What follows belongs to an exercise in optimizing a design on an open flow for small area and a short achievable clock period; a production flow would make more cautious choices.
Function was checked by simulation only, so behaviour that the tests miss may differ from the original.

==> design.v <==
module cnn(clk,rst,data_valid,data,
				data_b,
				data_w,
				result_en,
				result1);
input clk;
input rst;
input data_valid;
input [32-1 :0]data;
input [32-1 :0] data_b;
input [32*9 -1 :0] data_w;
output result_en;
output [32-1:0] result1;
reg [287:0] w_r;
reg [31:0] b_r;
always @(posedge clk) begin
	w_r <= data_w;
	b_r <= data_b;
end
reg [4:0] col, row;
always @(posedge clk) begin
	if (rst) begin
		col <= 5'd0;
		row <= 5'd0;
	end
	else if (data_valid) begin
		if (col == 5'd27) begin
			col <= 5'd0;
			row <= (row == 5'd27) ? 5'd0 : row + 5'd1;
		end
		else
			col <= col + 5'd1;
	end
end
reg v0, v1, v2, v3, v4, v5, en;
reg c0, c1, c2;
reg r0, r1, r2, r3, r4, r5;
always @(posedge clk) begin
	if (rst) begin
		v0 <= 1'b0; v1 <= 1'b0; v2 <= 1'b0; v3 <= 1'b0; v4 <= 1'b0; v5 <= 1'b0;
		en <= 1'b0;
	end
	else begin
		v0 <= data_valid;
		v1 <= v0;
		v2 <= v1;
		v3 <= v2 & c2;
		v4 <= v3;
		v5 <= v4;
		en <= v5 & r5;
	end
	c0 <= (col >= 5'd2);
	r0 <= (row >= 5'd2);
	c1 <= c0; c2 <= c1;
	r1 <= r0; r2 <= r1; r3 <= r2; r4 <= r3; r5 <= r4;
end
reg [31:0] x_r;
always @(posedge clk)
	x_r <= data;
reg xs, xz;
reg [7:0] xe;
reg [22:0] xf;
reg [25:0] x3;
always @(posedge clk) begin
	xs <= x_r[31];
	xe <= x_r[30:23];
	xf <= x_r[22:0];
	xz <= (x_r[22:0] == 23'd0);
	x3 <= {2'b01, x_r[22:0]} + {1'b1, x_r[22:0], 1'b0};
end
wire [31:0] pw [0:8];
reg  [31:0] p_r [0:8];
genvar k;
generate
	for (k = 0; k < 9; k = k + 1) begin : m
		mul mk(.xs(xs), .xe(xe), .xz(xz), .X({1'b1, xf}), .X3(x3),
			.w(w_r[32*k +: 32]), .p(pw[k]));
		always @(posedge clk)
			p_r[k] <= pw[k];
	end
endgenerate
reg [31:0] ha_r [0:2];
reg [31:0] hb_r [0:2];
reg [31:0] t_r  [0:2];
wire [31:0] hbw [0:2];
wire [31:0] tw  [0:2];
genvar i;
generate
	for (i = 0; i < 3; i = i + 1) begin : h
		add ab(.a(ha_r[i]), .b(p_r[3*i+1]), .ab(hbw[i]));
		add at(.a(hb_r[i]), .b(p_r[3*i+2]), .ab(tw[i]));
		always @(posedge clk) begin
			if (v2) begin
				ha_r[i] <= p_r[3*i];
				hb_r[i] <= hbw[i];
			end
			t_r[i] <= tw[i];
		end
	end
endgenerate
wire [31:0] d0_out, uw;
reg  [31:0] u_r, t2_r;
line_delay d0(.clk(clk), .en(v3), .din(t_r[0]), .dout(d0_out));
add au(.a(d0_out), .b(t_r[1]), .ab(uw));
always @(posedge clk) begin
	u_r <= uw;
	t2_r <= t_r[2];
end
wire [31:0] d1_out, vw;
reg  [31:0] v_r;
line_delay d1(.clk(clk), .en(v4), .din(u_r), .dout(d1_out));
add av(.a(t2_r), .b(d1_out), .ab(vw));
always @(posedge clk)
	v_r <= vw;
wire [31:0] rw;
reg  [31:0] res_r;
add ar(.a(v_r), .b(b_r), .ab(rw));
always @(posedge clk)
	res_r <= rw;
assign result_en = en;
assign result1 = res_r;
endmodule
module line_delay(clk, en, din, dout);
parameter W = 32;
parameter N = 26;
input clk;
input en;
input [W-1:0] din;
output [W-1:0] dout;
reg [W*N-1:0] q;
always @(posedge clk)
	if (en)
		q <= {q[W*(N-1)-1:0], din};
assign dout = q[W*N-1 -: W];
endmodule
module mul(xs, xe, xz, X, X3, w, p);
input xs;            
input [7:0] xe;      
input xz;            
input [23:0] X;      
input [25:0] X3;     
input [31:0] w;      
output [31:0] p;
wire [24:0] m;
mant_mul u(.X(X), .X3(X3), .W(w[22:0]), .P(m));
wire n = m[24];
wire [22:0] f = n ? m[23:1] : m[22:0];
wire z = xz | (w[22:0] == 23'd0) | (f == 23'd0);
wire [7:0] e = xe + w[30:23] + 8'd129 + {7'd0, n};
assign p = z ? 32'd0 : {xs ^ w[31], e, f};
endmodule
module mant_mul(X, X3, W, P);
input [23:0] X;     
input [25:0] X3;    
input [22:0] W;     
output [24:0] P;    
wire [24:0] Wx = {1'b1, W, 1'b0};
wire [3:0] g0 = Wx[3:0];
wire n0 = g0[3] & ~(g0[2] & g0[1] & g0[0]);
wire a01 = g0[1] ^ g0[0];
wire a02 = (g0 == 4'b0011) | (g0 == 4'b0100) | (g0 == 4'b1011) | (g0 == 4'b1100);
wire a03 = (g0 == 4'b0101) | (g0 == 4'b0110) | (g0 == 4'b1001) | (g0 == 4'b1010);
wire a04 = (g0 == 4'b0111) | (g0 == 4'b1000);
wire s01 = a01 & ~a03;
wire [25:0] M0 = ({26{s01}} & {2'b0,X}) | ({26{a02}} & {1'b0,X,1'b0}) | ({26{a03}} & X3) | ({26{a04}} & {X,2'b0});
wire [25:0] R0 = M0 ^ {26{n0}};
wire [3:0] g1 = Wx[6:3];
wire n1 = g1[3] & ~(g1[2] & g1[1] & g1[0]);
wire a11 = g1[1] ^ g1[0];
wire a12 = (g1 == 4'b0011) | (g1 == 4'b0100) | (g1 == 4'b1011) | (g1 == 4'b1100);
wire a13 = (g1 == 4'b0101) | (g1 == 4'b0110) | (g1 == 4'b1001) | (g1 == 4'b1010);
wire a14 = (g1 == 4'b0111) | (g1 == 4'b1000);
wire s11 = a11 & ~a13;
wire [25:0] M1 = ({26{s11}} & {2'b0,X}) | ({26{a12}} & {1'b0,X,1'b0}) | ({26{a13}} & X3) | ({26{a14}} & {X,2'b0});
wire [25:0] R1 = M1 ^ {26{n1}};
wire [3:0] g2 = Wx[9:6];
wire n2 = g2[3] & ~(g2[2] & g2[1] & g2[0]);
wire a21 = g2[1] ^ g2[0];
wire a22 = (g2 == 4'b0011) | (g2 == 4'b0100) | (g2 == 4'b1011) | (g2 == 4'b1100);
wire a23 = (g2 == 4'b0101) | (g2 == 4'b0110) | (g2 == 4'b1001) | (g2 == 4'b1010);
wire a24 = (g2 == 4'b0111) | (g2 == 4'b1000);
wire s21 = a21 & ~a23;
wire [25:0] M2 = ({26{s21}} & {2'b0,X}) | ({26{a22}} & {1'b0,X,1'b0}) | ({26{a23}} & X3) | ({26{a24}} & {X,2'b0});
wire [25:0] R2 = M2 ^ {26{n2}};
wire [3:0] g3 = Wx[12:9];
wire n3 = g3[3] & ~(g3[2] & g3[1] & g3[0]);
wire a31 = g3[1] ^ g3[0];
wire a32 = (g3 == 4'b0011) | (g3 == 4'b0100) | (g3 == 4'b1011) | (g3 == 4'b1100);
wire a33 = (g3 == 4'b0101) | (g3 == 4'b0110) | (g3 == 4'b1001) | (g3 == 4'b1010);
wire a34 = (g3 == 4'b0111) | (g3 == 4'b1000);
wire s31 = a31 & ~a33;
wire [25:0] M3 = ({26{s31}} & {2'b0,X}) | ({26{a32}} & {1'b0,X,1'b0}) | ({26{a33}} & X3) | ({26{a34}} & {X,2'b0});
wire [25:0] R3 = M3 ^ {26{n3}};
wire [3:0] g4 = Wx[15:12];
wire n4 = g4[3] & ~(g4[2] & g4[1] & g4[0]);
wire a41 = g4[1] ^ g4[0];
wire a42 = (g4 == 4'b0011) | (g4 == 4'b0100) | (g4 == 4'b1011) | (g4 == 4'b1100);
wire a43 = (g4 == 4'b0101) | (g4 == 4'b0110) | (g4 == 4'b1001) | (g4 == 4'b1010);
wire a44 = (g4 == 4'b0111) | (g4 == 4'b1000);
wire s41 = a41 & ~a43;
wire [25:0] M4 = ({26{s41}} & {2'b0,X}) | ({26{a42}} & {1'b0,X,1'b0}) | ({26{a43}} & X3) | ({26{a44}} & {X,2'b0});
wire [25:0] R4 = M4 ^ {26{n4}};
wire [3:0] g5 = Wx[18:15];
wire n5 = g5[3] & ~(g5[2] & g5[1] & g5[0]);
wire a51 = g5[1] ^ g5[0];
wire a52 = (g5 == 4'b0011) | (g5 == 4'b0100) | (g5 == 4'b1011) | (g5 == 4'b1100);
wire a53 = (g5 == 4'b0101) | (g5 == 4'b0110) | (g5 == 4'b1001) | (g5 == 4'b1010);
wire a54 = (g5 == 4'b0111) | (g5 == 4'b1000);
wire s51 = a51 & ~a53;
wire [25:0] M5 = ({26{s51}} & {2'b0,X}) | ({26{a52}} & {1'b0,X,1'b0}) | ({26{a53}} & X3) | ({26{a54}} & {X,2'b0});
wire [25:0] R5 = M5 ^ {26{n5}};
wire [3:0] g6 = Wx[21:18];
wire n6 = g6[3] & ~(g6[2] & g6[1] & g6[0]);
wire a61 = g6[1] ^ g6[0];
wire a62 = (g6 == 4'b0011) | (g6 == 4'b0100) | (g6 == 4'b1011) | (g6 == 4'b1100);
wire a63 = (g6 == 4'b0101) | (g6 == 4'b0110) | (g6 == 4'b1001) | (g6 == 4'b1010);
wire a64 = (g6 == 4'b0111) | (g6 == 4'b1000);
wire s61 = a61 & ~a63;
wire [25:0] M6 = ({26{s61}} & {2'b0,X}) | ({26{a62}} & {1'b0,X,1'b0}) | ({26{a63}} & X3) | ({26{a64}} & {X,2'b0});
wire [25:0] R6 = M6 ^ {26{n6}};
wire [3:0] g7 = Wx[24:21];
wire n7 = g7[3] & ~(g7[2] & g7[1] & g7[0]);
wire a71 = g7[1] ^ g7[0];
wire a72 = (g7 == 4'b0011) | (g7 == 4'b0100) | (g7 == 4'b1011) | (g7 == 4'b1100);
wire a73 = (g7 == 4'b0101) | (g7 == 4'b0110) | (g7 == 4'b1001) | (g7 == 4'b1010);
wire a74 = (g7 == 4'b0111) | (g7 == 4'b1000);
wire s71 = a71 & ~a73;
wire [25:0] M7 = ({26{s71}} & {2'b0,X}) | ({26{a72}} & {1'b0,X,1'b0}) | ({26{a73}} & X3) | ({26{a74}} & {X,2'b0});
wire [25:0] R7 = M7 ^ {26{n7}};
wire fs0 = ~n0 ^ R1[23];
wire fc0 = ~n0 & R1[23];
wire fs1 = R1[24] ^ R2[21];
wire fc1 = R1[24] & R2[21];
wire fs2 = R1[25] ^ R2[22];
wire fc2 = R1[25] & R2[22];
wire fs3 = R0[15] ^ R1[12];
wire fc3 = R0[15] & R1[12];
wire fs4 = R0[16] ^ R1[13];
wire fc4 = R0[16] & R1[13];
wire fs5 = R0[17] ^ R1[14];
wire fc5 = R0[17] & R1[14];
wire fs6 = R0[18] ^ R1[15] ^ R2[12];
wire fc6 = (R0[18] & R1[15]) | (R0[18] & R2[12]) | (R1[15] & R2[12]);
wire fs7 = R3[9] ^ R4[6];
wire fc7 = R3[9] & R4[6];
wire fs8 = R0[19] ^ R1[16] ^ R2[13];
wire fc8 = (R0[19] & R1[16]) | (R0[19] & R2[13]) | (R1[16] & R2[13]);
wire fs9 = R3[10] ^ R4[7];
wire fc9 = R3[10] & R4[7];
wire fs10 = R0[20] ^ R1[17] ^ R2[14];
wire fc10 = (R0[20] & R1[17]) | (R0[20] & R2[14]) | (R1[17] & R2[14]);
wire fs11 = R3[11] ^ R4[8];
wire fc11 = R3[11] & R4[8];
wire fs12 = R0[21] ^ R1[18] ^ R2[15];
wire fc12 = (R0[21] & R1[18]) | (R0[21] & R2[15]) | (R1[18] & R2[15]);
wire fs13 = R3[12] ^ R4[9] ^ R5[6];
wire fc13 = (R3[12] & R4[9]) | (R3[12] & R5[6]) | (R4[9] & R5[6]);
wire fs14 = R6[3] ^ R7[0];
wire fc14 = R6[3] & R7[0];
wire fs15 = R0[22] ^ R1[19] ^ R2[16];
wire fc15 = (R0[22] & R1[19]) | (R0[22] & R2[16]) | (R1[19] & R2[16]);
wire fs16 = R3[13] ^ R4[10] ^ R5[7];
wire fc16 = (R3[13] & R4[10]) | (R3[13] & R5[7]) | (R4[10] & R5[7]);
wire fs17 = R6[4] ^ R7[1];
wire fc17 = R6[4] & R7[1];
wire fs18 = R0[23] ^ R1[20] ^ R2[17];
wire fc18 = (R0[23] & R1[20]) | (R0[23] & R2[17]) | (R1[20] & R2[17]);
wire fs19 = R3[14] ^ R4[11] ^ R5[8];
wire fc19 = (R3[14] & R4[11]) | (R3[14] & R5[8]) | (R4[11] & R5[8]);
wire fs20 = R6[5] ^ R7[2];
wire fc20 = R6[5] & R7[2];
wire fs21 = R0[24] ^ R1[21] ^ R2[18];
wire fc21 = (R0[24] & R1[21]) | (R0[24] & R2[18]) | (R1[21] & R2[18]);
wire fs22 = R3[15] ^ R4[12] ^ R5[9];
wire fc22 = (R3[15] & R4[12]) | (R3[15] & R5[9]) | (R4[12] & R5[9]);
wire fs23 = R6[6] ^ R7[3] ^ X[0];
wire fc23 = (R6[6] & R7[3]) | (R6[6] & X[0]) | (R7[3] & X[0]);
wire fs24 = R0[25] ^ R1[22] ^ R2[19];
wire fc24 = (R0[25] & R1[22]) | (R0[25] & R2[19]) | (R1[22] & R2[19]);
wire fs25 = R3[16] ^ R4[13] ^ R5[10];
wire fc25 = (R3[16] & R4[13]) | (R3[16] & R5[10]) | (R4[13] & R5[10]);
wire fs26 = R6[7] ^ R7[4] ^ X[1];
wire fc26 = (R6[7] & R7[4]) | (R6[7] & X[1]) | (R7[4] & X[1]);
wire fs27 = fs0 ^ R2[20] ^ R3[17];
wire fc27 = (fs0 & R2[20]) | (fs0 & R3[17]) | (R2[20] & R3[17]);
wire fs28 = R4[14] ^ R5[11] ^ R6[8];
wire fc28 = (R4[14] & R5[11]) | (R4[14] & R6[8]) | (R5[11] & R6[8]);
wire fs29 = R7[5] ^ X[2] ^ 1'b1;
wire fc29 = (R7[5] & X[2]) | (R7[5] & 1'b1) | (X[2] & 1'b1);
wire fs30 = fc0 ^ fs1 ^ R3[18];
wire fc30 = (fc0 & fs1) | (fc0 & R3[18]) | (fs1 & R3[18]);
wire fs31 = R4[15] ^ R5[12] ^ R6[9];
wire fc31 = (R4[15] & R5[12]) | (R4[15] & R6[9]) | (R5[12] & R6[9]);
wire fs32 = R7[6] ^ X[3] ^ 1'b1;
wire fc32 = (R7[6] & X[3]) | (R7[6] & 1'b1) | (X[3] & 1'b1);
wire fs33 = fc1 ^ fs2 ^ R3[19];
wire fc33 = (fc1 & fs2) | (fc1 & R3[19]) | (fs2 & R3[19]);
wire fs34 = R4[16] ^ R5[13] ^ R6[10];
wire fc34 = (R4[16] & R5[13]) | (R4[16] & R6[10]) | (R5[13] & R6[10]);
wire fs35 = R7[7] ^ X[4] ^ 1'b1;
wire fc35 = (R7[7] & X[4]) | (R7[7] & 1'b1) | (X[4] & 1'b1);
wire fs36 = fc2 ^ ~n1 ^ R2[23];
wire fc36 = (fc2 & ~n1) | (fc2 & R2[23]) | (~n1 & R2[23]);
wire fs37 = R3[20] ^ R4[17] ^ R5[14];
wire fc37 = (R3[20] & R4[17]) | (R3[20] & R5[14]) | (R4[17] & R5[14]);
wire fs38 = R6[11] ^ R7[8] ^ X[5];
wire fc38 = (R6[11] & R7[8]) | (R6[11] & X[5]) | (R7[8] & X[5]);
wire fs39 = R2[24] ^ R3[21] ^ R4[18];
wire fc39 = (R2[24] & R3[21]) | (R2[24] & R4[18]) | (R3[21] & R4[18]);
wire fs40 = R5[15] ^ R6[12] ^ R7[9];
wire fc40 = (R5[15] & R6[12]) | (R5[15] & R7[9]) | (R6[12] & R7[9]);
wire fs41 = X[6] ^ 1'b1;
wire fc41 = X[6] & 1'b1;
wire fs42 = R2[25] ^ R3[22] ^ R4[19];
wire fc42 = (R2[25] & R3[22]) | (R2[25] & R4[19]) | (R3[22] & R4[19]);
wire fs43 = R5[16] ^ R6[13] ^ R7[10];
wire fc43 = (R5[16] & R6[13]) | (R5[16] & R7[10]) | (R6[13] & R7[10]);
wire fs44 = X[7] ^ 1'b1;
wire fc44 = X[7] & 1'b1;
wire fs45 = ~n2 ^ R3[23] ^ R4[20];
wire fc45 = (~n2 & R3[23]) | (~n2 & R4[20]) | (R3[23] & R4[20]);
wire fs46 = R5[17] ^ R6[14] ^ R7[11];
wire fc46 = (R5[17] & R6[14]) | (R5[17] & R7[11]) | (R6[14] & R7[11]);
wire fs47 = R3[24] ^ R4[21] ^ R5[18];
wire fc47 = (R3[24] & R4[21]) | (R3[24] & R5[18]) | (R4[21] & R5[18]);
wire fs48 = R6[15] ^ R7[12];
wire fc48 = R6[15] & R7[12];
wire fs49 = R3[25] ^ R4[22] ^ R5[19];
wire fc49 = (R3[25] & R4[22]) | (R3[25] & R5[19]) | (R4[22] & R5[19]);
wire fs50 = R6[16] ^ R7[13];
wire fc50 = R6[16] & R7[13];
wire fs51 = ~n3 ^ R4[23] ^ R5[20];
wire fc51 = (~n3 & R4[23]) | (~n3 & R5[20]) | (R4[23] & R5[20]);
wire fs52 = R4[24] ^ R5[21];
wire fc52 = R4[24] & R5[21];
wire fs53 = R4[25] ^ R5[22];
wire fc53 = R4[25] & R5[22];
wire fs54 = R0[9] ^ R1[6];
wire fc54 = R0[9] & R1[6];
wire fs55 = R0[10] ^ R1[7];
wire fc55 = R0[10] & R1[7];
wire fs56 = R0[11] ^ R1[8];
wire fc56 = R0[11] & R1[8];
wire fs57 = R0[12] ^ R1[9] ^ R2[6];
wire fc57 = (R0[12] & R1[9]) | (R0[12] & R2[6]) | (R1[9] & R2[6]);
wire fs58 = R3[3] ^ R4[0];
wire fc58 = R3[3] & R4[0];
wire fs59 = R0[13] ^ R1[10] ^ R2[7];
wire fc59 = (R0[13] & R1[10]) | (R0[13] & R2[7]) | (R1[10] & R2[7]);
wire fs60 = R3[4] ^ R4[1];
wire fc60 = R3[4] & R4[1];
wire fs61 = R0[14] ^ R1[11] ^ R2[8];
wire fc61 = (R0[14] & R1[11]) | (R0[14] & R2[8]) | (R1[11] & R2[8]);
wire fs62 = R3[5] ^ R4[2];
wire fc62 = R3[5] & R4[2];
wire fs63 = fs3 ^ R2[9] ^ R3[6];
wire fc63 = (fs3 & R2[9]) | (fs3 & R3[6]) | (R2[9] & R3[6]);
wire fs64 = R4[3] ^ R5[0] ^ n5;
wire fc64 = (R4[3] & R5[0]) | (R4[3] & n5) | (R5[0] & n5);
wire fs65 = fc3 ^ fs4 ^ R2[10];
wire fc65 = (fc3 & fs4) | (fc3 & R2[10]) | (fs4 & R2[10]);
wire fs66 = R3[7] ^ R4[4] ^ R5[1];
wire fc66 = (R3[7] & R4[4]) | (R3[7] & R5[1]) | (R4[4] & R5[1]);
wire fs67 = fc4 ^ fs5 ^ R2[11];
wire fc67 = (fc4 & fs5) | (fc4 & R2[11]) | (fs5 & R2[11]);
wire fs68 = R3[8] ^ R4[5] ^ R5[2];
wire fc68 = (R3[8] & R4[5]) | (R3[8] & R5[2]) | (R4[5] & R5[2]);
wire fs69 = fc5 ^ fs6 ^ fs7;
wire fc69 = (fc5 & fs6) | (fc5 & fs7) | (fs6 & fs7);
wire fs70 = R5[3] ^ R6[0] ^ n6;
wire fc70 = (R5[3] & R6[0]) | (R5[3] & n6) | (R6[0] & n6);
wire fs71 = fc6 ^ fc7 ^ fs8;
wire fc71 = (fc6 & fc7) | (fc6 & fs8) | (fc7 & fs8);
wire fs72 = fs9 ^ R5[4] ^ R6[1];
wire fc72 = (fs9 & R5[4]) | (fs9 & R6[1]) | (R5[4] & R6[1]);
wire fs73 = fc8 ^ fc9 ^ fs10;
wire fc73 = (fc8 & fc9) | (fc8 & fs10) | (fc9 & fs10);
wire fs74 = fs11 ^ R5[5] ^ R6[2];
wire fc74 = (fs11 & R5[5]) | (fs11 & R6[2]) | (R5[5] & R6[2]);
wire fs75 = fc10 ^ fc11 ^ fs12;
wire fc75 = (fc10 & fc11) | (fc10 & fs12) | (fc11 & fs12);
wire fs76 = fs13 ^ fs14 ^ n7;
wire fc76 = (fs13 & fs14) | (fs13 & n7) | (fs14 & n7);
wire fs77 = fc12 ^ fc13 ^ fc14;
wire fc77 = (fc12 & fc13) | (fc12 & fc14) | (fc13 & fc14);
wire fs78 = fs15 ^ fs16 ^ fs17;
wire fc78 = (fs15 & fs16) | (fs15 & fs17) | (fs16 & fs17);
wire fs79 = fc15 ^ fc16 ^ fc17;
wire fc79 = (fc15 & fc16) | (fc15 & fc17) | (fc16 & fc17);
wire fs80 = fs18 ^ fs19 ^ fs20;
wire fc80 = (fs18 & fs19) | (fs18 & fs20) | (fs19 & fs20);
wire fs81 = fc18 ^ fc19 ^ fc20;
wire fc81 = (fc18 & fc19) | (fc18 & fc20) | (fc19 & fc20);
wire fs82 = fs21 ^ fs22 ^ fs23;
wire fc82 = (fs21 & fs22) | (fs21 & fs23) | (fs22 & fs23);
wire fs83 = fc21 ^ fc22 ^ fc23;
wire fc83 = (fc21 & fc22) | (fc21 & fc23) | (fc22 & fc23);
wire fs84 = fs24 ^ fs25 ^ fs26;
wire fc84 = (fs24 & fs25) | (fs24 & fs26) | (fs25 & fs26);
wire fs85 = fc24 ^ fc25 ^ fc26;
wire fc85 = (fc24 & fc25) | (fc24 & fc26) | (fc25 & fc26);
wire fs86 = fs27 ^ fs28 ^ fs29;
wire fc86 = (fs27 & fs28) | (fs27 & fs29) | (fs28 & fs29);
wire fs87 = fc27 ^ fc28 ^ fc29;
wire fc87 = (fc27 & fc28) | (fc27 & fc29) | (fc28 & fc29);
wire fs88 = fs30 ^ fs31 ^ fs32;
wire fc88 = (fs30 & fs31) | (fs30 & fs32) | (fs31 & fs32);
wire fs89 = fc30 ^ fc31 ^ fc32;
wire fc89 = (fc30 & fc31) | (fc30 & fc32) | (fc31 & fc32);
wire fs90 = fs33 ^ fs34 ^ fs35;
wire fc90 = (fs33 & fs34) | (fs33 & fs35) | (fs34 & fs35);
wire fs91 = fc33 ^ fc34 ^ fc35;
wire fc91 = (fc33 & fc34) | (fc33 & fc35) | (fc34 & fc35);
wire fs92 = fs36 ^ fs37 ^ fs38;
wire fc92 = (fs36 & fs37) | (fs36 & fs38) | (fs37 & fs38);
wire fs93 = fc36 ^ fc37 ^ fc38;
wire fc93 = (fc36 & fc37) | (fc36 & fc38) | (fc37 & fc38);
wire fs94 = fs39 ^ fs40 ^ fs41;
wire fc94 = (fs39 & fs40) | (fs39 & fs41) | (fs40 & fs41);
wire fs95 = fc39 ^ fc40 ^ fc41;
wire fc95 = (fc39 & fc40) | (fc39 & fc41) | (fc40 & fc41);
wire fs96 = fs42 ^ fs43 ^ fs44;
wire fc96 = (fs42 & fs43) | (fs42 & fs44) | (fs43 & fs44);
wire fs97 = fc42 ^ fc43 ^ fc44;
wire fc97 = (fc42 & fc43) | (fc42 & fc44) | (fc43 & fc44);
wire fs98 = fs45 ^ fs46 ^ X[8];
wire fc98 = (fs45 & fs46) | (fs45 & X[8]) | (fs46 & X[8]);
wire fs99 = fc45 ^ fc46 ^ fs47;
wire fc99 = (fc45 & fc46) | (fc45 & fs47) | (fc46 & fs47);
wire fs100 = fs48 ^ X[9] ^ 1'b1;
wire fc100 = (fs48 & X[9]) | (fs48 & 1'b1) | (X[9] & 1'b1);
wire fs101 = fc47 ^ fc48 ^ fs49;
wire fc101 = (fc47 & fc48) | (fc47 & fs49) | (fc48 & fs49);
wire fs102 = fs50 ^ X[10] ^ 1'b1;
wire fc102 = (fs50 & X[10]) | (fs50 & 1'b1) | (X[10] & 1'b1);
wire fs103 = fc49 ^ fc50 ^ fs51;
wire fc103 = (fc49 & fc50) | (fc49 & fs51) | (fc50 & fs51);
wire fs104 = R6[17] ^ R7[14] ^ X[11];
wire fc104 = (R6[17] & R7[14]) | (R6[17] & X[11]) | (R7[14] & X[11]);
wire fs105 = fc51 ^ fs52 ^ R6[18];
wire fc105 = (fc51 & fs52) | (fc51 & R6[18]) | (fs52 & R6[18]);
wire fs106 = R7[15] ^ X[12] ^ 1'b1;
wire fc106 = (R7[15] & X[12]) | (R7[15] & 1'b1) | (X[12] & 1'b1);
wire fs107 = fc52 ^ fs53 ^ R6[19];
wire fc107 = (fc52 & fs53) | (fc52 & R6[19]) | (fs53 & R6[19]);
wire fs108 = R7[16] ^ X[13] ^ 1'b1;
wire fc108 = (R7[16] & X[13]) | (R7[16] & 1'b1) | (X[13] & 1'b1);
wire fs109 = fc53 ^ ~n4 ^ R5[23];
wire fc109 = (fc53 & ~n4) | (fc53 & R5[23]) | (~n4 & R5[23]);
wire fs110 = R6[20] ^ R7[17] ^ X[14];
wire fc110 = (R6[20] & R7[17]) | (R6[20] & X[14]) | (R7[17] & X[14]);
wire fs111 = R5[24] ^ R6[21] ^ R7[18];
wire fc111 = (R5[24] & R6[21]) | (R5[24] & R7[18]) | (R6[21] & R7[18]);
wire fs112 = X[15] ^ 1'b1;
wire fc112 = X[15] & 1'b1;
wire fs113 = R5[25] ^ R6[22] ^ R7[19];
wire fc113 = (R5[25] & R6[22]) | (R5[25] & R7[19]) | (R6[22] & R7[19]);
wire fs114 = X[16] ^ 1'b1;
wire fc114 = X[16] & 1'b1;
wire fs115 = ~n5 ^ R6[23] ^ R7[20];
wire fc115 = (~n5 & R6[23]) | (~n5 & R7[20]) | (R6[23] & R7[20]);
wire fs116 = R6[24] ^ R7[21];
wire fc116 = R6[24] & R7[21];
wire fs117 = R6[25] ^ R7[22];
wire fc117 = R6[25] & R7[22];
wire fs118 = R0[6] ^ R1[3];
wire fc118 = R0[6] & R1[3];
wire fs119 = R0[7] ^ R1[4];
wire fc119 = R0[7] & R1[4];
wire fs120 = R0[8] ^ R1[5];
wire fc120 = R0[8] & R1[5];
wire fs121 = fs54 ^ R2[3] ^ R3[0];
wire fc121 = (fs54 & R2[3]) | (fs54 & R3[0]) | (R2[3] & R3[0]);
wire fs122 = fc54 ^ fs55 ^ R2[4];
wire fc122 = (fc54 & fs55) | (fc54 & R2[4]) | (fs55 & R2[4]);
wire fs123 = fc55 ^ fs56 ^ R2[5];
wire fc123 = (fc55 & fs56) | (fc55 & R2[5]) | (fs56 & R2[5]);
wire fs124 = fc56 ^ fs57 ^ fs58;
wire fc124 = (fc56 & fs57) | (fc56 & fs58) | (fs57 & fs58);
wire fs125 = fc57 ^ fc58 ^ fs59;
wire fc125 = (fc57 & fc58) | (fc57 & fs59) | (fc58 & fs59);
wire fs126 = fc59 ^ fc60 ^ fs61;
wire fc126 = (fc59 & fc60) | (fc59 & fs61) | (fc60 & fs61);
wire fs127 = fc61 ^ fc62 ^ fs63;
wire fc127 = (fc61 & fc62) | (fc61 & fs63) | (fc62 & fs63);
wire fs128 = fc63 ^ fc64 ^ fs65;
wire fc128 = (fc63 & fc64) | (fc63 & fs65) | (fc64 & fs65);
wire fs129 = fc65 ^ fc66 ^ fs67;
wire fc129 = (fc65 & fc66) | (fc65 & fs67) | (fc66 & fs67);
wire fs130 = fc67 ^ fc68 ^ fs69;
wire fc130 = (fc67 & fc68) | (fc67 & fs69) | (fc68 & fs69);
wire fs131 = fc69 ^ fc70 ^ fs71;
wire fc131 = (fc69 & fc70) | (fc69 & fs71) | (fc70 & fs71);
wire fs132 = fc71 ^ fc72 ^ fs73;
wire fc132 = (fc71 & fc72) | (fc71 & fs73) | (fc72 & fs73);
wire fs133 = fc73 ^ fc74 ^ fs75;
wire fc133 = (fc73 & fc74) | (fc73 & fs75) | (fc74 & fs75);
wire fs134 = fc75 ^ fc76 ^ fs77;
wire fc134 = (fc75 & fc76) | (fc75 & fs77) | (fc76 & fs77);
wire fs135 = fc77 ^ fc78 ^ fs79;
wire fc135 = (fc77 & fc78) | (fc77 & fs79) | (fc78 & fs79);
wire fs136 = fc79 ^ fc80 ^ fs81;
wire fc136 = (fc79 & fc80) | (fc79 & fs81) | (fc80 & fs81);
wire fs137 = fc81 ^ fc82 ^ fs83;
wire fc137 = (fc81 & fc82) | (fc81 & fs83) | (fc82 & fs83);
wire fs138 = fc83 ^ fc84 ^ fs85;
wire fc138 = (fc83 & fc84) | (fc83 & fs85) | (fc84 & fs85);
wire fs139 = fc85 ^ fc86 ^ fs87;
wire fc139 = (fc85 & fc86) | (fc85 & fs87) | (fc86 & fs87);
wire fs140 = fc87 ^ fc88 ^ fs89;
wire fc140 = (fc87 & fc88) | (fc87 & fs89) | (fc88 & fs89);
wire fs141 = fc89 ^ fc90 ^ fs91;
wire fc141 = (fc89 & fc90) | (fc89 & fs91) | (fc90 & fs91);
wire fs142 = fc91 ^ fc92 ^ fs93;
wire fc142 = (fc91 & fc92) | (fc91 & fs93) | (fc92 & fs93);
wire fs143 = fc93 ^ fc94 ^ fs95;
wire fc143 = (fc93 & fc94) | (fc93 & fs95) | (fc94 & fs95);
wire fs144 = fc95 ^ fc96 ^ fs97;
wire fc144 = (fc95 & fc96) | (fc95 & fs97) | (fc96 & fs97);
wire fs145 = fc97 ^ fc98 ^ fs99;
wire fc145 = (fc97 & fc98) | (fc97 & fs99) | (fc98 & fs99);
wire fs146 = fc99 ^ fc100 ^ fs101;
wire fc146 = (fc99 & fc100) | (fc99 & fs101) | (fc100 & fs101);
wire fs147 = fc101 ^ fc102 ^ fs103;
wire fc147 = (fc101 & fc102) | (fc101 & fs103) | (fc102 & fs103);
wire fs148 = fc103 ^ fc104 ^ fs105;
wire fc148 = (fc103 & fc104) | (fc103 & fs105) | (fc104 & fs105);
wire fs149 = fc105 ^ fc106 ^ fs107;
wire fc149 = (fc105 & fc106) | (fc105 & fs107) | (fc106 & fs107);
wire fs150 = fc107 ^ fc108 ^ fs109;
wire fc150 = (fc107 & fc108) | (fc107 & fs109) | (fc108 & fs109);
wire fs151 = fc109 ^ fc110 ^ fs111;
wire fc151 = (fc109 & fc110) | (fc109 & fs111) | (fc110 & fs111);
wire fs152 = fc111 ^ fc112 ^ fs113;
wire fc152 = (fc111 & fc112) | (fc111 & fs113) | (fc112 & fs113);
wire fs153 = fc113 ^ fc114 ^ fs115;
wire fc153 = (fc113 & fc114) | (fc113 & fs115) | (fc114 & fs115);
wire fs154 = fc115 ^ fs116 ^ X[18];
wire fc154 = (fc115 & fs116) | (fc115 & X[18]) | (fs116 & X[18]);
wire fs155 = fc116 ^ fs117 ^ X[19];
wire fc155 = (fc116 & fs117) | (fc116 & X[19]) | (fs117 & X[19]);
wire fs156 = fc117 ^ ~n6 ^ R7[23];
wire fc156 = (fc117 & ~n6) | (fc117 & R7[23]) | (~n6 & R7[23]);
wire fs157 = R7[24] ^ X[21];
wire fc157 = R7[24] & X[21];
wire fs158 = R7[25] ^ X[22];
wire fc158 = R7[25] & X[22];
wire fs159 = R0[3] ^ R1[0];
wire fc159 = R0[3] & R1[0];
wire fs160 = R0[4] ^ R1[1];
wire fc160 = R0[4] & R1[1];
wire fs161 = R0[5] ^ R1[2];
wire fc161 = R0[5] & R1[2];
wire fs162 = fs118 ^ R2[0] ^ n2;
wire fc162 = (fs118 & R2[0]) | (fs118 & n2) | (R2[0] & n2);
wire fs163 = fc118 ^ fs119 ^ R2[1];
wire fc163 = (fc118 & fs119) | (fc118 & R2[1]) | (fs119 & R2[1]);
wire fs164 = fc119 ^ fs120 ^ R2[2];
wire fc164 = (fc119 & fs120) | (fc119 & R2[2]) | (fs120 & R2[2]);
wire fs165 = fc120 ^ fs121 ^ n3;
wire fc165 = (fc120 & fs121) | (fc120 & n3) | (fs121 & n3);
wire fs166 = fc121 ^ fs122 ^ R3[1];
wire fc166 = (fc121 & fs122) | (fc121 & R3[1]) | (fs122 & R3[1]);
wire fs167 = fc122 ^ fs123 ^ R3[2];
wire fc167 = (fc122 & fs123) | (fc122 & R3[2]) | (fs123 & R3[2]);
wire fs168 = fc123 ^ fs124 ^ n4;
wire fc168 = (fc123 & fs124) | (fc123 & n4) | (fs124 & n4);
wire fs169 = fc124 ^ fs125 ^ fs60;
wire fc169 = (fc124 & fs125) | (fc124 & fs60) | (fs125 & fs60);
wire fs170 = fc125 ^ fs126 ^ fs62;
wire fc170 = (fc125 & fs126) | (fc125 & fs62) | (fs126 & fs62);
wire fs171 = fc126 ^ fs127 ^ fs64;
wire fc171 = (fc126 & fs127) | (fc126 & fs64) | (fs127 & fs64);
wire fs172 = fc127 ^ fs128 ^ fs66;
wire fc172 = (fc127 & fs128) | (fc127 & fs66) | (fs128 & fs66);
wire fs173 = fc128 ^ fs129 ^ fs68;
wire fc173 = (fc128 & fs129) | (fc128 & fs68) | (fs129 & fs68);
wire fs174 = fc129 ^ fs130 ^ fs70;
wire fc174 = (fc129 & fs130) | (fc129 & fs70) | (fs130 & fs70);
wire fs175 = fc130 ^ fs131 ^ fs72;
wire fc175 = (fc130 & fs131) | (fc130 & fs72) | (fs131 & fs72);
wire fs176 = fc131 ^ fs132 ^ fs74;
wire fc176 = (fc131 & fs132) | (fc131 & fs74) | (fs132 & fs74);
wire fs177 = fc132 ^ fs133 ^ fs76;
wire fc177 = (fc132 & fs133) | (fc132 & fs76) | (fs133 & fs76);
wire fs178 = fc133 ^ fs134 ^ fs78;
wire fc178 = (fc133 & fs134) | (fc133 & fs78) | (fs134 & fs78);
wire fs179 = fc134 ^ fs135 ^ fs80;
wire fc179 = (fc134 & fs135) | (fc134 & fs80) | (fs135 & fs80);
wire fs180 = fc135 ^ fs136 ^ fs82;
wire fc180 = (fc135 & fs136) | (fc135 & fs82) | (fs136 & fs82);
wire fs181 = fc136 ^ fs137 ^ fs84;
wire fc181 = (fc136 & fs137) | (fc136 & fs84) | (fs137 & fs84);
wire fs182 = fc137 ^ fs138 ^ fs86;
wire fc182 = (fc137 & fs138) | (fc137 & fs86) | (fs138 & fs86);
wire fs183 = fc138 ^ fs139 ^ fs88;
wire fc183 = (fc138 & fs139) | (fc138 & fs88) | (fs139 & fs88);
wire fs184 = fc139 ^ fs140 ^ fs90;
wire fc184 = (fc139 & fs140) | (fc139 & fs90) | (fs140 & fs90);
wire fs185 = fc140 ^ fs141 ^ fs92;
wire fc185 = (fc140 & fs141) | (fc140 & fs92) | (fs141 & fs92);
wire fs186 = fc141 ^ fs142 ^ fs94;
wire fc186 = (fc141 & fs142) | (fc141 & fs94) | (fs142 & fs94);
wire fs187 = fc142 ^ fs143 ^ fs96;
wire fc187 = (fc142 & fs143) | (fc142 & fs96) | (fs143 & fs96);
wire fs188 = fc143 ^ fs144 ^ fs98;
wire fc188 = (fc143 & fs144) | (fc143 & fs98) | (fs144 & fs98);
wire fs189 = fc144 ^ fs145 ^ fs100;
wire fc189 = (fc144 & fs145) | (fc144 & fs100) | (fs145 & fs100);
wire fs190 = fc145 ^ fs146 ^ fs102;
wire fc190 = (fc145 & fs146) | (fc145 & fs102) | (fs146 & fs102);
wire fs191 = fc146 ^ fs147 ^ fs104;
wire fc191 = (fc146 & fs147) | (fc146 & fs104) | (fs147 & fs104);
wire fs192 = fc147 ^ fs148 ^ fs106;
wire fc192 = (fc147 & fs148) | (fc147 & fs106) | (fs148 & fs106);
wire fs193 = fc148 ^ fs149 ^ fs108;
wire fc193 = (fc148 & fs149) | (fc148 & fs108) | (fs149 & fs108);
wire fs194 = fc149 ^ fs150 ^ fs110;
wire fc194 = (fc149 & fs150) | (fc149 & fs110) | (fs150 & fs110);
wire fs195 = fc150 ^ fs151 ^ fs112;
wire fc195 = (fc150 & fs151) | (fc150 & fs112) | (fs151 & fs112);
wire fs196 = fc151 ^ fs152 ^ fs114;
wire fc196 = (fc151 & fs152) | (fc151 & fs114) | (fs152 & fs114);
wire fs197 = fc152 ^ fs153 ^ X[17];
wire fc197 = (fc152 & fs153) | (fc152 & X[17]) | (fs153 & X[17]);
wire fs198 = fc153 ^ fs154 ^ 1'b1;
wire fc198 = (fc153 & fs154) | (fc153 & 1'b1) | (fs154 & 1'b1);
wire fs199 = fc154 ^ fs155 ^ 1'b1;
wire fc199 = (fc154 & fs155) | (fc154 & 1'b1) | (fs155 & 1'b1);
wire fs200 = fc155 ^ fs156 ^ X[20];
wire fc200 = (fc155 & fs156) | (fc155 & X[20]) | (fs156 & X[20]);
wire fs201 = fc156 ^ fs157 ^ 1'b1;
wire fc201 = (fc156 & fs157) | (fc156 & 1'b1) | (fs157 & 1'b1);
wire fs202 = fc157 ^ fs158 ^ 1'b1;
wire fc202 = (fc157 & fs158) | (fc157 & 1'b1) | (fs158 & 1'b1);
wire fs203 = fc158 ^ ~n7 ^ 1'b1;
wire fc203 = (fc158 & ~n7) | (fc158 & 1'b1) | (~n7 & 1'b1);
wire [47:0] ra = {fc202, fc201, fc200, fc199, fc198, fc197, fc196, fc195, fc194, fc193, fc192, fc191, fc190, fc189, fc188, fc187, fc186, fc185, fc184, fc183, fc182, fc181, fc180, fc179, fc178, fc177, fc176, fc175, fc174, fc173, fc172, fc171, fc170, fc169, fc168, fc167, fc166, fc165, fc164, fc163, fc162, fc161, fc160, fc159, fs159, R0[2], R0[1], R0[0]};
wire [47:0] rb = {fs203, fs202, fs201, fs200, fs199, fs198, fs197, fs196, fs195, fs194, fs193, fs192, fs191, fs190, fs189, fs188, fs187, fs186, fs185, fs184, fs183, fs182, fs181, fs180, fs179, fs178, fs177, fs176, fs175, fs174, fs173, fs172, fs171, fs170, fs169, fs168, fs167, fs166, fs165, fs164, fs163, fs162, fs161, fs160, n1, 1'b0, 1'b0, n0};
wire [47:0] sum = ra + rb;
assign P = sum[47:23];
endmodule
module add(a, b, ab);
input  [31:0] a;
input  [31:0] b;
output [31:0] ab;
wire sa = a[31], sb = b[31];
wire [7:0] ea = a[30:23], eb = b[30:23];
wire [22:0] fa = a[22:0], fb = b[22:0];
wire sub = sa ^ sb;
wire gt = a[30:0] > b[30:0];
wire [7:0] emax = gt ? ea : eb;
wire [7:0] diff = gt ? (ea - eb) : (eb - ea);
wire [22:0] fmax = gt ? fa : fb;
wire [22:0] fmin = gt ? fb : fa;
wire sign = sub ? (gt ? sa : sb) : sa;
wire [23:0] mmin = {1'b1, fmin} >> diff[3:0];
wire [23:0] msh = (diff > 8'd14) ? 24'd0 : mmin;
wire [24:0] mmax = {2'b01, fmax};
wire [24:0] val = sub ? (mmax - {1'b0, msh}) : (mmax + {1'b0, msh});
reg [3:0] k;
reg found;
integer i;
always @* begin
	k = 4'd0;
	found = 1'b0;
	for (i = 13; i >= 0; i = i - 1)
		if (val[23-i]) begin
			k = i[3:0];
			found = 1'b1;
		end
end
wire [23:0] nsh = val[23:0] << k;
wire [8:0] esub = {1'b0, emax} - {5'd0, k};
reg [31:0] r;
always @* begin
	if (sub) begin
		if (!found) r = {sign, 31'd0};
		else if (esub[8]) r = 32'd0;
		else r = {sign, esub[7:0], nsh[22:0]};
	end
	else begin
		if (val[24]) r = {sign, emax + 8'd1, val[23:1]};
		else r = {sign, emax, val[22:0]};
	end
end
assign ab = r;
endmodule
==> run.sh <==
#!/bin/bash
# synth_recipe.tcl (not shown) runs the flow's synth.tcl, then flattens the netlist and writes it again
# the make line also repeats each setting of config.mk as NAME=value (left out here)
make -C /OpenROAD-flow-scripts/flow DESIGN_CONFIG=/design/flow/config.mk WORK_HOME=/design/flow/orfs CLKGATE_MAP_FILE= SYNTH_SCRIPT=/design/flow/synth_recipe.tcl finish
==> config.mk <==
export PLATFORM = sky130hd
export DESIGN_NAME = cnn
export DESIGN_NICKNAME = cnn
export VERILOG_FILES = /design/flow/design.v
export SDC_FILE = /design/flow/constraint.sdc
export NUM_CORES = 4
export LEC_CHECK = 0
export CAP_MARGIN = 20
export CORE_MARGIN = 2
export CORE_UTILIZATION = 45
export PLACE_DENSITY = 0.6
export SLEW_MARGIN = 20
==> constraint.sdc <==
create_clock -name core_clock -period 64.0 [get_ports {clk}]
set_input_delay 12.8000 -clock core_clock [delete_from_list [all_inputs] [get_ports {clk}]]
set_output_delay 12.8000 -clock core_clock [all_outputs]
set_load 0.01 [all_outputs]
==> results by group <==
Floorplanning
  – Initial core utilization: 0.452
  – # rows: 287
  – Die width: 787 microns
  – Core footprint: 611000 sq um
  – Die ar.: 619000 sq um
  – Die height: 787 microns
  – Ports: 388

STA
  – Slew HR: 0.156
  – Post-layout min period: 14.72 ns
  – Setup violations, final: 0
  – Setup tns final: 0 ns
  – Hold Violations, Final: 0
  – Highest Clock Rate: 0.0679 GHz
  – Fin. max-slew vios: 0
  – RSZ-0062 raised after global routing: false
  – Worst-Margin Slew: 1.26 ns
  – Period utilisation layout: 0.230
  – Worst Clk Skew: 0.150 ns

Finish
  – Most frequent cells in the layout: nand2_1, inv_1, o21ai_0
  – Area growth syn-to-layout: 7.68%
  – Finished Core Util: 0.486
  – Most common cell after layout, fill and taps aside: nand2_1
  – Design area: 297000 sq um
  – Final nets: 34800
  – Fraction of layout cells with a size suffix above 1: 0.0640

Critical path
  – CP max stage delay: 0.58 ns
  – Worst EP arrival: 1.92 ns
  – Slowest CP cell: clkdlybuf4s50_1
  – Crit path launch type: flip-flop
  – CP endpoint kind: output port
  – CP Depth: 1
  – Critical path required time: 51.20 ns
  – Crit path max fanout: 1
  – CP cell instances: clkdlybuf4s50_1
  – CP Class: reg -> out
  – WP buf/inv: 1
  – Worst reg-to-reg path cell count: 51
  – Crit-path leading delay family: buffers and inverters

Synth
  – Async S/R FF share, synth: 0
  – Mapped Area: 276000 sq um
  – Synth Instances: 32300
  – Yosys warning count: 11
  – Post-synth cell types: 123
  – EDFF count, synth: 1856
  – Syn avg cell area: 8.53 sq um
  – Post-synthesis sequential area ratio: 0.271
  – Syn Nets: 35900
  – Synth Flop Type: edfxtp_1
  – Yosys reg bits: 2804

Clock tree
  – CTS tree: done
  – Worst-Skew Late Latency: 1.05 ns
  – Cts bufs inserted: 299
  – Hold-fix buffers, CTS: 0
  – Depth of the CTS H-tree: 5
  – Max Buffers Root-to-Sink: 4
  – Clock sink total: 2804
  – Resized cells post-CTS: 0
  – CTS root buffer: clkbuf_16
  – Worst-path clk slew: 0.06 ns
  – Setup bufs post-CTS: 0

Drt
  – Detailed-route wire length: 1020 mm
  – Initial DRC count: 28000
  – Drt first pass iters: 8
  – Vias: 242000
  – DRC: 0
  – Final ANT Viol Nets: 0
  – Vias/cell: 6.12
  – WL/cell: 25.9 microns

Place
  – DPL Wire Length: 717 mm
  – Buffers added on ports: 387
  – Routability Congestion: 0.979
  – Post-placement cell area: 287000 sq um

GRT
  – Initial antenna violation count: 42
  – Global route overflow: 0
  – First-pass GRT wire length: 1520 mm
  – Vias in the first global route: 232000
  – Pin count of the biggest net entering global routing: 194
  – Gr usage total: 0.318

Run
  – Max-capacitance violation count: 0

Min path
  – Worst min-delay path category: reg -> reg
  – Hold-critical path depth: 0

Outcome
  – Status: no timing/DRC/antenna violations
-- final timing paths --
check,startpoint,end,slack (ns)
setup / recovery,res_r[3],result1[3],49.28
hold / removal,t_r[2][6],t2_r[6],0.32
setup reg to reg,ha_r[0][25],hb_r[0][11],49.71
hold reg to reg,t_r[2][6],t2_r[6],0.32
-- flip-flops by register name, indices dropped and copies added (netlist names), 96 cells and up --
signal / count
d0.q: 832
d1.q: 832
ha_r: 96
hb_r: 96
p_r: 288
t_r: 96
w_r: 288
-- Yosys cell counts, drive strengths merged, types with 46 or more instances --
| library cell | n | area [sq um] |
|---|---|---|
| mux4 | 145 | 3270 |
| a221oi | 1427 | 12500 |
| o22ai | 262 | 1640 |
| o21ai | 2366 | 11800 |
| clkbuf | 2063 | 7740 |
| nand2 | 4301 | 16200 |
| inv | 3312 | 12400 |
| or4 | 46 | 349 |
| nand2b | 174 | 1090 |
| o21a | 129 | 976 |
| nor4 | 83 | 574 |
| and2 | 123 | 769 |
| mux2i | 1098 | 11000 |
| nand4 | 114 | 713 |
| fa | 1414 | 28300 |
| a211oi | 309 | 2320 |
| a31oi | 127 | 801 |
| o211ai | 135 | 1030 |
| a21oi | 1784 | 8950 |
| o31ai | 83 | 623 |
| nor3 | 340 | 1720 |
| nor2 | 1755 | 6640 |
| and3 | 134 | 838 |
| edfxtp | 1856 | 55700 |
| xnor2 | 2013 | 17600 |
| xor2 | 430 | 3790 |
| mux2 | 306 | 3450 |
| o21bai | 132 | 991 |
| dfxtp | 948 | 19000 |
| a21boi | 52 | 398 |
| o221ai | 57 | 499 |
| nand3b | 62 | 465 |
| nor2b | 332 | 2080 |
| nand3 | 751 | 3760 |
| buf | 439 | 1820 |
| ha | 1811 | 22700 |
| a21o | 356 | 2670 |
| or2 | 95 | 594 |
| a22oi | 242 | 1820 |
| or3 | 78 | 488 |
-- worst reg2reg max path: cells and delay by family (launching register included) --
| kind | cells | cell delay [ns] |
|---|---|---|
| adders and majority gates | 5 | 1.91 |
| AOI/OAI and AO/OA | 17 | 3.69 |
| muxes | 1 | 0.59 |
| and+or+nand+nor | 21 | 5.01 |
| xor gates and xnor gates | 1 | 0.16 |
| DFF | 1 | 0.41 |
| buffers and inverters | 6 | 2.25 |
-- area by class of cell --
type	instances	area [sq um]
fillers	58000	314000
multi-input cells	23700	180000
flip-flops and latches	2804	74900
inverters	3342	12500
well taps	8092	10100
repair buffers	1065	9160
clock buffers	392	8290
clock inverters	159	1830
diodes	28	70.1
-- cells by family (layout without fill, tap and decap cells) --
| logic type | after synthesis | in the layout | share of synthesized area |
|---|---|---|---|
| multiplexers | 1549 | 1549 | 0.0642 |
| other | 0 | 28 | 0 |
| buffers and inverters | 5844 | 4958 | 0.0801 |
| XOR/XNOR | 2443 | 2443 | 0.0777 |
| AO/OA/AOI/OAI | 7966 | 7966 | 0.187 |
| flip-flops | 2804 | 2804 | 0.271 |
| AND/OR/NAND/NOR | 8494 | 8494 | 0.135 |
| adder cells (fa/ha/maj) | 3234 | 3234 | 0.185 |
-- routing by layer --
| layer | wire, microns | GRT usage | share of wire | vias to the layer above |
|---|---|---|---|---|
| li1 | - | - | - | 110000 |
| met1 | 408000 | 0.413 | 0.40 | 116000 |
| met2 | 438000 | 0.484 | 0.43 | 13000 |
| met3 | 107000 | 0.0777 | 0.10 | 3146 |
| met4 | 70200 | 0.178 | 0.069 | 34 |
| met5 | 231 | 0 | 0.00023 | - |
-- stage by stage --
| step | worst slack (ns) | cells | hold WS (ns) |
|---|---|---|---|
| detailed placement | 49.83 | 39000 | 0.312 |
| global placement | 49.79 | 39000 | 0.311 |
| floorplan | 44.17 | 32300 | 0.310 |
| global route | 48.49 | 39500 | 0.328 |
| CTS | 49.19 | 39500 | 0.324 |
| finish | 49.28 | 39600 | 0.322 |

## static timing again, ports no longer ideal
The results above use ideal ports. As a check the final layout listed here was re-extracted and re-timed, cells and wires unchanged.
Step 1 assumes that a clkbuf_16 drives the clock port and a buf_2 every other input.
Step 2 adds t to the input delays and takes it off the output delays; t is the mean of the earliest and latest rising clock arrival at the registers after step 1. Input paths then give back, and output paths get back, about the clock's delay inside the block.
Three values: ideal ports, drivers, drivers and shift; two values: the first two.
t, ns: 1.118
slack for setup (ns): 49.283 / 49.138 / 49.707
latest minus earliest clock arrival (ns): 0.159 / 0.159
worst register clock-pin slew, ns: 0.11 / 0.11
pins driven straight from the clock port: 1
After both steps setup and hold are still met in this run. The setup slack of this run moves by -0.145 ns with the drivers and by +0.424 ns with both steps.
